This is an optimization exercise on Yosys and OpenROAD, whose aim is small area, a short achievable clock period and few clock cycles, not a production implementation.
Only simulation tests tie the RTL to the original design; equivalence was not proved.
Power figures rest on the tool's default switching activity, not on a simulated workload.

rev 12:
==> module Nor2g, before the edit <==
module Nor2g (
    input  a,
    input  b,
    output y
);
    assign y = ~(a | b);
endmodule
==> module Nand2g, before the edit <==
module Nand2g (
    input  a,
    input  b,
    output y
);
    assign y = ~(a & b);
endmodule
==> module ZeroTest, before the edit <==
module ZeroTest (
    input  [31:0] d,
    output        z
);
    wire [15:0] l1;
    wire [7:0]  l2;
    wire [3:0]  l3;
    wire [1:0]  l4;
    genvar i;
    generate
        for (i = 0; i < 16; i = i + 1) begin : g1
            Nor2g u (.a(d[2*i]), .b(d[2*i+1]), .y(l1[i]));
        end
        for (i = 0; i < 8; i = i + 1) begin : g2
            Nand2g u (.a(l1[2*i]), .b(l1[2*i+1]), .y(l2[i]));
        end
        for (i = 0; i < 4; i = i + 1) begin : g3
            Nor2g u (.a(l2[2*i]), .b(l2[2*i+1]), .y(l3[i]));
        end
        for (i = 0; i < 2; i = i + 1) begin : g4
            Nand2g u (.a(l3[2*i]), .b(l3[2*i+1]), .y(l4[i]));
        end
    endgenerate
    Nor2g u5 (.a(l4[0]), .b(l4[1]), .y(z));
endmodule
==> module Dense, before the edit <==
module Dense #(parameter
    IN_COUNT = 1600,
    OUT_COUNT = 10,
    DATA_SIZE = 32,
    WEIGHT_ADR_WIDTH = 14,
    BIAS_ADR_WIDTH = 4,
    IN_ADR_WIDTH = 11,
    OUT_ADR_WIDTH = 4
) (
    clk,
    rst,
    weightAdr,
    weightData,
    biasAdr,
    biasData,
    axisif_start,
    axisif_done,
    axisif_bufferIn_adr,
    axisif_bufferIn_data,
    axisif_bufferOut_adr,
    axisif_bufferOut_data,
    axisif_bufferOut_wr
);
    input clk, rst;
    output  [WEIGHT_ADR_WIDTH-1:0]              weightAdr;
    input   [DATA_SIZE-1:0]                     weightData;
    output  [BIAS_ADR_WIDTH-1:0]                biasAdr;
    input   [DATA_SIZE-1:0]                     biasData;
    input                                   axisif_start;
    output                                  axisif_done;
    output      [IN_ADR_WIDTH-1:0]          axisif_bufferIn_adr;
    input       [DATA_SIZE-1:0]             axisif_bufferIn_data;
    output      [OUT_ADR_WIDTH-1:0]         axisif_bufferOut_adr;
    output      [DATA_SIZE-1:0]             axisif_bufferOut_data;
    output                                  axisif_bufferOut_wr;
    localparam PH_IDLE = 2'd0, PH_BIAS = 2'd1, PH_RUN = 2'd2;
    reg [1:0]  ph;
    reg        pass;      
    reg [10:0] s;         
    reg        sdone;     
    reg        hold2;     
    reg [2:0]  cnt;       
    reg [2:0]  sl;        
    reg [13:0] wa;        
    reg        aB, aC, aW;
    reg        bB, bC;
    reg        passB;
    reg [3:0]  adrC, adrW;
    reg        busy_r;    
    reg [31:0] x1, wr1;
    reg [31:0] r0, r1, r2, r3;
    localparam CW = 42;   
    reg [CW-1:0] hs_r, hc_r;
    reg        cin_r;
    wire zin;
    ZeroTest zt (.d(axisif_bufferIn_data), .z(zin));
    wire idle = (ph == PH_IDLE);
    wire busy = ~idle;
    wire free = (cnt[2:1] == 2'b00);              
    wire pass_end = (ph == PH_RUN) & sdone & free;
    wire init = idle | (pass_end & ~pass);        
    wire canD = busy & ~sdone & ~hold2 & free;    
    wire last_in = (s == IN_COUNT - 1);
    wire [2:0] sl_n = sl[2] ? 3'd0 : sl + 3'd1;
    wire [13:0] cand = {s, 3'b000} + {2'b00, s, 1'b0} + (pass ? 14'd5 : 14'd0) + {11'd0, sl_n};
    wire wrap = (sl_n == 3'd0);
    wire [13:0] step = wa + {{12{wrap}}, 1'b0, ~wrap};    
    wire [2:0] cntdec = (cnt == 3'd0) ? 3'd0 : cnt - 3'd1;
    wire aA = busy;
    wire aA_n = idle ? axisif_start : ~(pass_end & pass);
    wire bA = (ph == PH_BIAS);
    wire [2:0] slC_n = (sl == 3'd0) ? 3'd4 : sl - 3'd1;
    wire [3:0] adrC_n = passB ? {1'b0, slC_n} + 4'd5 : {1'b0, slC_n};
    wire scan = busy & ~sdone;
    wire advn = scan & hold2;
    wire [10:0] s_z = init ? 11'd0 : (scan & ~last_in) ? s + 11'd1 : s;
    wire [10:0] s_n = init ? 11'd0 : (advn & ~last_in) ? s + 11'd1 : s;
    wire sdone_z = ~init & (sdone | (scan & last_in));
    wire sdone_n = ~init & (sdone | (advn & last_in));
    wire [2:0] cnt_z = init ? 3'd5 : cntdec;
    wire [2:0] cnt_n = (init | canD) ? 3'd5 : cntdec;
    wire [15:0] nxt;
    Mux2 #(16) late (
        .data0({s_n, sdone_n, cnt_n, canD}),
        .data1({s_z, sdone_z, cnt_z, 1'b0}),
        .sel(zin),
        .out(nxt)
    );
    always @(posedge clk or posedge rst) begin
        if (rst) begin
            ph <= PH_IDLE;
            sl <= 3'd0;
            aB <= 1'b0;
            aC <= 1'b0;
            aW <= 1'b0;
            busy_r <= 1'b0;
        end else begin
            sl <= sl_n;
            aB <= aA;
            aC <= aB;
            aW <= aC;
            busy_r <= aA_n | aA | aB | aC;
            case (ph)
                PH_IDLE: if (axisif_start)
                    ph <= PH_BIAS;
                PH_BIAS: if (cnt == 3'd1)
                    ph <= PH_RUN;
                default: if (pass_end)
                    ph <= pass ? PH_IDLE : PH_BIAS;
            endcase
        end
    end
    always @(posedge clk) begin
        bB <= bA;
        bC <= bB;
        passB <= pass;
        adrC <= adrC_n;
        adrW <= adrC;
        pass <= ~idle & (pass | pass_end);
        {s, sdone, cnt, hold2} <= nxt;
        wa <= (canD | init) ? cand : step;
    end
    wire [CW-1:0] hs, hc;
    wire cin;
    MacTree tree (.x(x1), .w(wr1), .acc(r3), .hs(hs), .hc(hc), .cin(cin));
    wire [CW-1:CW-32] sum;
    CarryAdd cpa (.a(hs_r), .b(hc_r), .ci(cin_r), .s(sum));
    always @(posedge clk) begin
        wr1 <= weightData & {32{cnt != 3'd0}};
        if (hold2)
            x1 <= axisif_bufferIn_data;
        hs_r <= hs;
        hc_r <= hc;
        cin_r <= cin;
        r0 <= bC ? biasData : sum[CW-1:CW-32];
        r1 <= r0;
        r2 <= r1;
        r3 <= r2;
    end
    assign weightAdr = wa;
    assign biasAdr = adrC;
    assign axisif_bufferIn_adr = s;
    assign axisif_bufferOut_adr = adrW;
    assign axisif_bufferOut_data = r0;
    assign axisif_bufferOut_wr = aW;
    assign axisif_done = ~busy_r;
endmodule
clock: 22.0 ns
lec_check: 0
cap_margin: 20
core_margin: 2
core_utilization: 70
cts_cluster_diameter: 120
cts_cluster_size: 25
slew_margin: 20
synth_hierarchical: 1
run.sh (not shown) runs the stock make flow with config.mk's settings and CLKGATE_MAP_FILE= SYNTH_SCRIPT=/design/flow/synth_recipe.tcl, a recipe that flattens the netlist after the stock synthesis.
Rev 12 reached the final stage; the timing, design-rule and antenna checks on its layout passed.
Testbench counts of rev 12, summed over its fixed seeds: cycles 328,620.
The following lists how rev 13 was set up differently from rev 12:
--- a/flow/design.v
+++ b/flow/design.v
@@ -6,51 +6,12 @@
 );
     input [SIZE-1:0] data0, data1;
     input sel;
     output wire [SIZE-1:0] out;
     assign out = sel ? data1 : data0;
 endmodule
-module Nor2g (
-    input  a,
-    input  b,
-    output y
-);
-    assign y = ~(a | b);
-endmodule
-module Nand2g (
-    input  a,
-    input  b,
-    output y
-);
-    assign y = ~(a & b);
-endmodule
-module ZeroTest (
-    input  [31:0] d,
-    output        z
-);
-    wire [15:0] l1;
-    wire [7:0]  l2;
-    wire [3:0]  l3;
-    wire [1:0]  l4;
-    genvar i;
-    generate
-        for (i = 0; i < 16; i = i + 1) begin : g1
-            Nor2g u (.a(d[2*i]), .b(d[2*i+1]), .y(l1[i]));
-        end
-        for (i = 0; i < 8; i = i + 1) begin : g2
-            Nand2g u (.a(l1[2*i]), .b(l1[2*i+1]), .y(l2[i]));
-        end
-        for (i = 0; i < 4; i = i + 1) begin : g3
-            Nor2g u (.a(l2[2*i]), .b(l2[2*i+1]), .y(l3[i]));
-        end
-        for (i = 0; i < 2; i = i + 1) begin : g4
-            Nand2g u (.a(l3[2*i]), .b(l3[2*i+1]), .y(l4[i]));
-        end
-    endgenerate
-    Nor2g u5 (.a(l4[0]), .b(l4[1]), .y(z));
-endmodule
 module FullAdd (
     input  a,
     input  b,
     input  c,
     output s,
     output co
@@ -3279,14 +3240,13 @@
     reg        busy_r;    
     reg [31:0] x1, wr1;
     reg [31:0] r0, r1, r2, r3;
     localparam CW = 42;   
     reg [CW-1:0] hs_r, hc_r;
     reg        cin_r;
-    wire zin;
-    ZeroTest zt (.d(axisif_bufferIn_data), .z(zin));
+    wire nz = |axisif_bufferIn_data;
     wire idle = (ph == PH_IDLE);
     wire busy = ~idle;
     wire free = (cnt[2:1] == 2'b00);              
     wire pass_end = (ph == PH_RUN) & sdone & free;
     wire init = idle | (pass_end & ~pass);        
     wire canD = busy & ~sdone & ~hold2 & free;    
@@ -3308,15 +3268,15 @@
     wire sdone_z = ~init & (sdone | (scan & last_in));
     wire sdone_n = ~init & (sdone | (advn & last_in));
     wire [2:0] cnt_z = init ? 3'd5 : cntdec;
     wire [2:0] cnt_n = (init | canD) ? 3'd5 : cntdec;
     wire [15:0] nxt;
     Mux2 #(16) late (
-        .data0({s_n, sdone_n, cnt_n, canD}),
-        .data1({s_z, sdone_z, cnt_z, 1'b0}),
-        .sel(zin),
+        .data0({s_z, sdone_z, cnt_z, 1'b0}),
+        .data1({s_n, sdone_n, cnt_n, canD}),
+        .sel(nz),
         .out(nxt)
     );
     always @(posedge clk or posedge rst) begin
         if (rst) begin
             ph <= PH_IDLE;
             sl <= 3'd0;
### Flow results
- Fraction of area in registers: rev 13 vs rev 12 — no meaningful difference
- | reported clock group power | higher: rev 13 |
- Rev 13 vs rev 12: per-instance average area after synthesis up in rev 13
- Rev 13 and rev 12 ended up with roughly the same initial cell density of the core.
- Compared with rev 12, rev 13 shows a lower combinational power share.
- As far as distinct cell type count of the synthesized netlist goes, rev 12 and rev 13 are indistinguishable; the numbers are identical.
- Of the two values seen for library cell contributing the largest single delay on the critical path, sky130_fd_sc_hd__nor2_2 was produced by rev 12 and sky130_fd_sc_hd__nor4_1 by rev 13.
- Setup slack in rev 13 is larger than in rev 12.
- For final design area excluding fillers, rev 13 and rev 12 come out practically identical.
- Rev 13: register-to-register slack lower than rev 12
- Fmax | rev 13 vs rev 12 | rev 13 faster
Testbench counts of rev 13, summed over its fixed seeds: cycles 328,620.

[re-timing with driven ports]
No port has a modelled driver above. Below, the same layouts with a new extraction and two added sets of constraints. Step 1 sets driving cells, clkbuf_16 on the clock port and buf_2 on the other inputs (assumed; they add their load-dependent delay and slew). Step 2 moves the port delays by t, midway between the first and last clock arrival at a register: inputs arrive t later, outputs are due t later. That takes back most of the time a late clock gives input paths. Slacks: no drivers / after step 1 / after step 2; pairs: no drivers / after step 1.
run | t, ns | setup slack, ns | hold WS [ns] | worst setup path at the end
rev 12 | 0.600 | 15.537 / 15.575 / 14.975 | 0.314 / 0.314 / 0.314 | input to register
rev 13 | 0.611 | 15.750 / 15.747 / 15.182 | 0.331 / 0.331 / 0.331 | input to register
After both steps setup and hold are still met in every run listed. The setup slack of rev 13, which loses most, moves by -0.003 ns with the drivers and by -0.568 ns with both steps.
